This design comes from an exercise in tuning for small area and a short achievable clock period on the open sky130 flow, not from production work.
Only simulation tests tie the RTL to the original design; equivalence was not proved.
The clock port is modelled as an ideal driver; clocking choices that lean on that would not hold on a real chip.
Power figures rest on the tool's default switching activity, not on a simulated workload.

==> flow/design.v (excerpt) <==
module fairArb (
	input  logic [15:0] bids,
	output logic [15:0] wins,
	input  logic        get_next_win,
	input  logic        clk,
	input  logic        rst
);
export LEC_CHECK = 0
export ABC_AREA = 1
export CAP_MARGIN = 20
export CORE_MARGIN = 2
export CORE_UTILIZATION = 40
export SLEW_MARGIN = 20
create_clock -name core_clock -period 4.0 [get_ports {clk}]
standard.sh (not shown) runs the stock make flow with config.mk's settings and CLKGATE_MAP_FILE= SYNTH_SCRIPT=/design/flow/synth_recipe.tcl, a recipe that flattens the netlist after the stock synthesis.
==> flow/flow/run.sh <==
#!/bin/bash
set -euo pipefail
here=$(cd "$(dirname "$0")" && pwd)
source "$here/vars.sh"
bash standard.sh synth > synth.log 2>&1
bash standard.sh "${EXTRA[@]}" PRE_DETAIL_PLACE_TCL="$here/size.tcl" POST_CTS_TCL="$here/size_cts.tcl" ${SIZE_GRT:+POST_GLOBAL_ROUTE_TCL="$here/size_grt.tcl"} finish > layout.log 2>&1
==> flow/flow/size.tcl <==
source $::env(PLATFORM_DIR)/setRC.tcl
set ::size_stage [expr {[info exists ::env(SIZE_STAGE)] ? $::env(SIZE_STAGE) : "place"}]
set ::size_per [get_property [get_clocks core_clock] period]
set ::size_in [delete_from_list [all_inputs] [get_ports clk]]
set ::size_dly [expr {0.2 * $::size_per}]
set ::size_est [expr {$::size_stage eq "grt" ? "-global_routing" : "-placement"}]
if {$::size_stage ne "place"} {
  set_propagated_clock [all_clocks]
} else {
  set ::size_lat [expr {[info exists ::env(SIZE_CLK_LATENCY)] ? $::env(SIZE_CLK_LATENCY) : 0.26}]
  set_input_delay [expr {$::size_dly - $::size_lat}] -clock core_clock $::size_in
  set_output_delay [expr {$::size_dly + $::size_lat}] -clock core_clock [all_outputs]
}
set_dont_use $::env(DONT_USE_CELLS)
estimate_parasitics $::size_est
sta::make_equiv_cells [get_libs *]

# the period is a soft maximum over all endpoints, so that paths close to the
# worst one also count and ties between near-critical paths do not stall it
proc size_obj {} {
  estimate_parasitics $::size_est
  set k $::size_k
  set sum 0.0
  foreach p $::size_eps {
    set d [expr {$::size_per - [get_property $p slack_max]}]
    set sum [expr {$sum + exp($k * ($d - 2.0))}]
  }
  set ps [expr {2.0 + log($sum) / $k}]
  return [expr {log([rsz::design_area]) + log($ps)}]
}
set ::size_k [expr {[info exists ::env(SIZE_K)] ? $::env(SIZE_K) : 25.0}]
set ::size_eps [concat [all_registers -data_pins] [all_outputs]]

set ::size_cands {}
foreach inst [get_cells *] {
  set ref [get_property $inst ref_name]
  set name [get_full_name $inst]
  if {[string match "*tapvpwrvgnd*" $ref] || [string match "*fill*" $ref] || [string match "*conb*" $ref]} { continue }
  if {[string match "clkbuf_*" $name] || [string match "clkload*" $name] || [string match "clkinv*" $name]} { continue }
  # after the clock tree is built, flip-flops keep their size: a larger one
  # loads the clock net more and slows its slew
  if {$::size_stage ne "place" && [string match "*__df*" $ref]} { continue }
  set lc [get_lib_cells $ref]
  set alts {}
  foreach c [sta::find_equiv_cells $lc] {
    set n [get_name $c]
    if {[string match "*lpflow*" $n] || [string match "*probe*" $n]} { continue }
    lappend alts $n
  }
  if {[llength $alts] > 1} { lappend ::size_cands [list $inst $alts] }
}

proc size_state {} {
  set st {}
  foreach c $::size_cands { lappend st [get_property [lindex $c 0] ref_name] }
  return $st
}
proc size_restore {st} {
  foreach c $::size_cands n $st {
    set inst [lindex $c 0]
    if {[get_property $inst ref_name] ne $n} { replace_cell $inst $n }
  }
}
proc size_report {tag obj} {
  puts "size($::size_stage): $tag obj [format %.5f $obj] ws [format %.4f [worst_slack -max]] area [format %.2f [expr {[rsz::design_area]*1e12}]]"
}

proc size_greedy {maxpass} {
  set best [size_obj]
  size_report "greedy start" $best
  for {set pass 0} {$pass < $maxpass} {incr pass} {
    set changed 0
    foreach c $::size_cands {
      lassign $c inst alts
      set cur [get_property $inst ref_name]
      set pick $cur
      foreach n $alts {
        if {$n eq $cur} { continue }
        replace_cell $inst $n
        set o [size_obj]
        if {$o < $best - 1e-7} { set best $o; set pick $n }
      }
      if {[get_property $inst ref_name] ne $pick} { replace_cell $inst $pick }
      if {$pick ne $cur} { incr changed }
    }
    set best [size_obj]
    size_report "pass $pass changed $changed" $best
    if {$changed == 0} { break }
  }
  return $best
}

# keep the slew at every flip-flop clock pin under SIZE_CLK_SLEW (ns) by
# moving the clock buffers that drive slow pins to the next larger size
proc size_clk_slew {} {
  set lim [expr {[info exists ::env(SIZE_CLK_SLEW)] ? $::env(SIZE_CLK_SLEW) : 0.105}]
  for {set it 0} {$it < 6} {incr it} {
    estimate_parasitics $::size_est
    set drivers {}
    set worst 0.0
    foreach pin [all_registers -clock_pins -edge_triggered] {
      foreach e {rise fall} {
        set s [get_property $pin slew_max_$e]
        if {$s > $worst} { set worst $s }
        if {$s > $lim} {
          foreach d [get_pins -of_objects [get_nets -of_objects $pin] -filter "direction==output"] {
            lappend drivers [get_full_name [get_cells -of_objects $d]]
          }
        }
      }
    }
    puts "size(clk): worst clock pin slew $worst"
    if {[llength $drivers] == 0} { return }
    foreach n [lsort -unique $drivers] {
      set inst [get_cells $n]
      set ref [get_property $inst ref_name]
      if {[regexp {^(.*clkbuf_)([0-9]+)$} $ref -> base sz] && $sz < 16} {
        set nsz [expr {$sz * 2}]
        replace_cell $inst $base$nsz
        puts "size(clk): $n $ref -> $base$nsz"
      }
    }
  }
}

set maxpass [expr {[info exists ::env(SIZE_PASSES)] ? $::env(SIZE_PASSES) : 8}]
if {$::size_stage eq "grt"} {
  size_greedy $maxpass
  size_clk_slew
  global_route -start_incremental
  detailed_placement
  global_route -end_incremental
  check_placement -verbose
  estimate_parasitics $::size_est
  write_guides $::env(RESULTS_DIR)/route.guide
  puts "size($::size_stage): legalised ws [worst_slack -max] hold [worst_slack -min]"
} elseif {$::size_stage eq "cts"} {
  size_greedy $maxpass
  size_clk_slew
  detailed_placement
  check_placement -verbose
  estimate_parasitics $::size_est
  puts "size($::size_stage): legalised ws [worst_slack -max] hold [worst_slack -min]"
} else {
  set margins [expr {[info exists ::env(SIZE_MARGINS)] ? $::env(SIZE_MARGINS) : "none"}]
  set start [size_state]
  set best_obj 1e9
  set best_st $start
  foreach m $margins {
    size_restore $start
    estimate_parasitics $::size_est
    if {$m ne "none"} {
      repair_timing -setup -setup_margin $m -sequence "sizeup,swap" -repair_tns 100
    }
    set o [size_greedy $maxpass]
    puts "size($::size_stage): margin $m final obj [format %.5f $o]"
    if {$o < $best_obj} { set best_obj $o; set best_st [size_state] }
  }
  size_restore $best_st
  size_report "chosen" [size_obj]
  set_input_delay $::size_dly -clock core_clock $::size_in
  set_output_delay $::size_dly -clock core_clock [all_outputs]
  estimate_parasitics $::size_est
}
==> flow/flow/size_grt.tcl <==
# third sizing pass, after global routing (see size.tcl)
set ::env(SIZE_STAGE) grt
source [file join [file dirname [info script]] size.tcl]
==> flow/flow/vars.sh <==
EXTRA=(BUFFER_PORTS_ARGS="-buffer_cell sky130_fd_sc_hd__buf_2")
export SIZE_MARGINS="2.0"
export SIZE_GRT=1
Other scripts of this flow, unchanged in this note and not shown: flow/flow/size_cts.tcl
Rerun with:
==> flow/flow/run.sh (replaced) <==
#!/bin/bash
set -euo pipefail
here=$(cd "$(dirname "$0")" && pwd)
source "$here/vars.sh"
bash standard.sh synth > synth.log 2>&1
bash standard.sh "${EXTRA[@]}" PRE_DETAIL_PLACE_TCL="$here/size.tcl" POST_CTS_TCL="$here/size_cts.tcl" finish > layout.log 2>&1
--- a/flow/flow/size.tcl
+++ b/flow/flow/size.tcl
@@ -6,2 +6 @@
-set ::size_est [expr {$::size_stage eq "grt" ? "-global_routing" : "-placement"}]
-if {$::size_stage ne "place"} {
+if {$::size_stage eq "cts"} {
@@ -15 +14 @@
-estimate_parasitics $::size_est
+estimate_parasitics -placement
@@ -21 +20 @@
-  estimate_parasitics $::size_est
+  estimate_parasitics -placement
@@ -42 +41 @@
-  if {$::size_stage ne "place" && [string match "*__df*" $ref]} { continue }
+  if {$::size_stage eq "cts" && [string match "*__df*" $ref]} { continue }
@@ -98 +97 @@
-    estimate_parasitics $::size_est
+    estimate_parasitics -placement
@@ -127,11 +126 @@
-if {$::size_stage eq "grt"} {
-  size_greedy $maxpass
-  size_clk_slew
-  global_route -start_incremental
-  detailed_placement
-  global_route -end_incremental
-  check_placement -verbose
-  estimate_parasitics $::size_est
-  write_guides $::env(RESULTS_DIR)/route.guide
-  puts "size($::size_stage): legalised ws [worst_slack -max] hold [worst_slack -min]"
-} elseif {$::size_stage eq "cts"} {
+if {$::size_stage eq "cts"} {
@@ -142 +131 @@
-  estimate_parasitics $::size_est
+  estimate_parasitics -placement
@@ -151 +140 @@
-    estimate_parasitics $::size_est
+    estimate_parasitics -placement
@@ -163 +152 @@
-  estimate_parasitics $::size_est
+  estimate_parasitics -placement
==> flow/flow/vars.sh (replaced) <==
EXTRA=(BUFFER_PORTS_ARGS="-buffer_cell sky130_fd_sc_hd__buf_2")
export SIZE_MARGINS="1.95 2.05"
CORE_UTILIZATION = 60   (was 40)
PLACE_DENSITY = 0.75   (was unset)
removed: flow/flow/size_grt.tcl
Outcome:
- The new run passed the timing, design-rule and antenna checks
- clock-buffer cell count does not change
- wire length increases by 3.5%
- synthesized area is unchanged
Rerun with:
==> flow/flow/run.sh (replaced) <==
#!/bin/bash
set -euo pipefail
here=$(cd "$(dirname "$0")" && pwd)
source "$here/vars.sh"
bash standard.sh synth > synth.log 2>&1
bash standard.sh "${EXTRA[@]}" PRE_DETAIL_PLACE_TCL="$here/size.tcl" POST_CTS_TCL="$here/size_cts.tcl" ${SIZE_GRT:+POST_GLOBAL_ROUTE_TCL="$here/size_grt.tcl"} ${RESTRUCTURE:+POST_FLOORPLAN_TCL="$here/restructure.tcl"} finish > layout.log 2>&1
==> flow/flow/restructure.tcl (new file) <==
set_dont_use $::env(DONT_USE_CELLS)
set rmp_dir [file join $::env(OBJECTS_DIR) rmp]
file mkdir $rmp_dir
set lib [lindex $::env(LIB_FILES) 0]
restructure -target area -liberty_file $lib \
  -tielo_port sky130_fd_sc_hd__conb_1/LO -tiehi_port sky130_fd_sc_hd__conb_1/HI \
  -work_dir $rmp_dir
puts "restructure: [llength [get_cells *]] instances, area [format %.2f [expr {[rsz::design_area]*1e12}]]"
--- a/flow/flow/size.tcl
+++ b/flow/flow/size.tcl
@@ -6 +6,2 @@
-if {$::size_stage eq "cts"} {
+set ::size_est [expr {$::size_stage eq "grt" ? "-global_routing" : "-placement"}]
+if {$::size_stage ne "place"} {
@@ -14 +15 @@
-estimate_parasitics -placement
+estimate_parasitics $::size_est
@@ -20 +21 @@
-  estimate_parasitics -placement
+  estimate_parasitics $::size_est
@@ -41 +42 @@
-  if {$::size_stage eq "cts" && [string match "*__df*" $ref]} { continue }
+  if {$::size_stage ne "place" && [string match "*__df*" $ref]} { continue }
@@ -97 +98 @@
-    estimate_parasitics -placement
+    estimate_parasitics $::size_est
@@ -126 +127,11 @@
-if {$::size_stage eq "cts"} {
+if {$::size_stage eq "grt"} {
+  size_greedy $maxpass
+  size_clk_slew
+  global_route -start_incremental
+  detailed_placement
+  global_route -end_incremental
+  check_placement -verbose
+  estimate_parasitics $::size_est
+  write_guides $::env(RESULTS_DIR)/route.guide
+  puts "size($::size_stage): legalised ws [worst_slack -max] hold [worst_slack -min]"
+} elseif {$::size_stage eq "cts"} {
@@ -131 +142 @@
-  estimate_parasitics -placement
+  estimate_parasitics $::size_est
@@ -140 +151 @@
-    estimate_parasitics -placement
+    estimate_parasitics $::size_est
@@ -142 +153 @@
-      repair_timing -setup -setup_margin $m -sequence "sizeup,swap" -repair_tns 100
+      repair_timing -setup -setup_margin $m -sequence "sizeup" -repair_tns 100
@@ -152 +163 @@
-  estimate_parasitics -placement
+  estimate_parasitics $::size_est
==> flow/flow/size_grt.tcl (new file) <==
# third sizing pass, after global routing (see size.tcl)
set ::env(SIZE_STAGE) grt
source [file join [file dirname [info script]] size.tcl]
==> flow/flow/vars.sh (replaced) <==
EXTRA=(BUFFER_PORTS_ARGS="-buffer_cell sky130_fd_sc_hd__buf_2")
export SIZE_MARGINS="2.0"
export SIZE_K=100
export SIZE_CLK_LATENCY=0.28
CORE_UTILIZATION = 40   (was 60)
PLACE_DENSITY = unset   (was 0.75)
After rerunning: Utilization went down by 25 points. Power went up by 1.8%. Sequential power is about the same. Area after synthesis stays the same.

[afterwards: timing with drivers on the ports]
The results above use ideal ports. As a check the final layouts listed here were re-extracted and re-timed, cells and wires unchanged. Step 1 assumes that a clkbuf_16 drives the clock port and a buf_2 every other input. Step 2 moves the port delays by t, midway between the first and last clock arrival at a register: inputs arrive t later, outputs are due t later. That takes back most of the time a late clock gives input paths. a / b / c = ideal / step 1 / step 2; a / b = the first two.
run | shift t [ns] | setup WS [ns] | worst setup path after step 2 | worst register clock-pin slew, ns
the first run | 0.307 | 1.910 / 1.912 / 1.604 | input to register | 0.09 / 0.09
the second run | 0.299 | 1.903 / 1.907 / 1.608 | input to register | 0.08 / 0.08
the third run | 0.321 | 1.950 / 1.955 / 1.634 | input to register | 0.08 / 0.08
After both steps setup and hold are still met in every run listed. The setup slack of the third run, which loses most, moves by +0.005 ns with the drivers and by -0.316 ns with both steps.
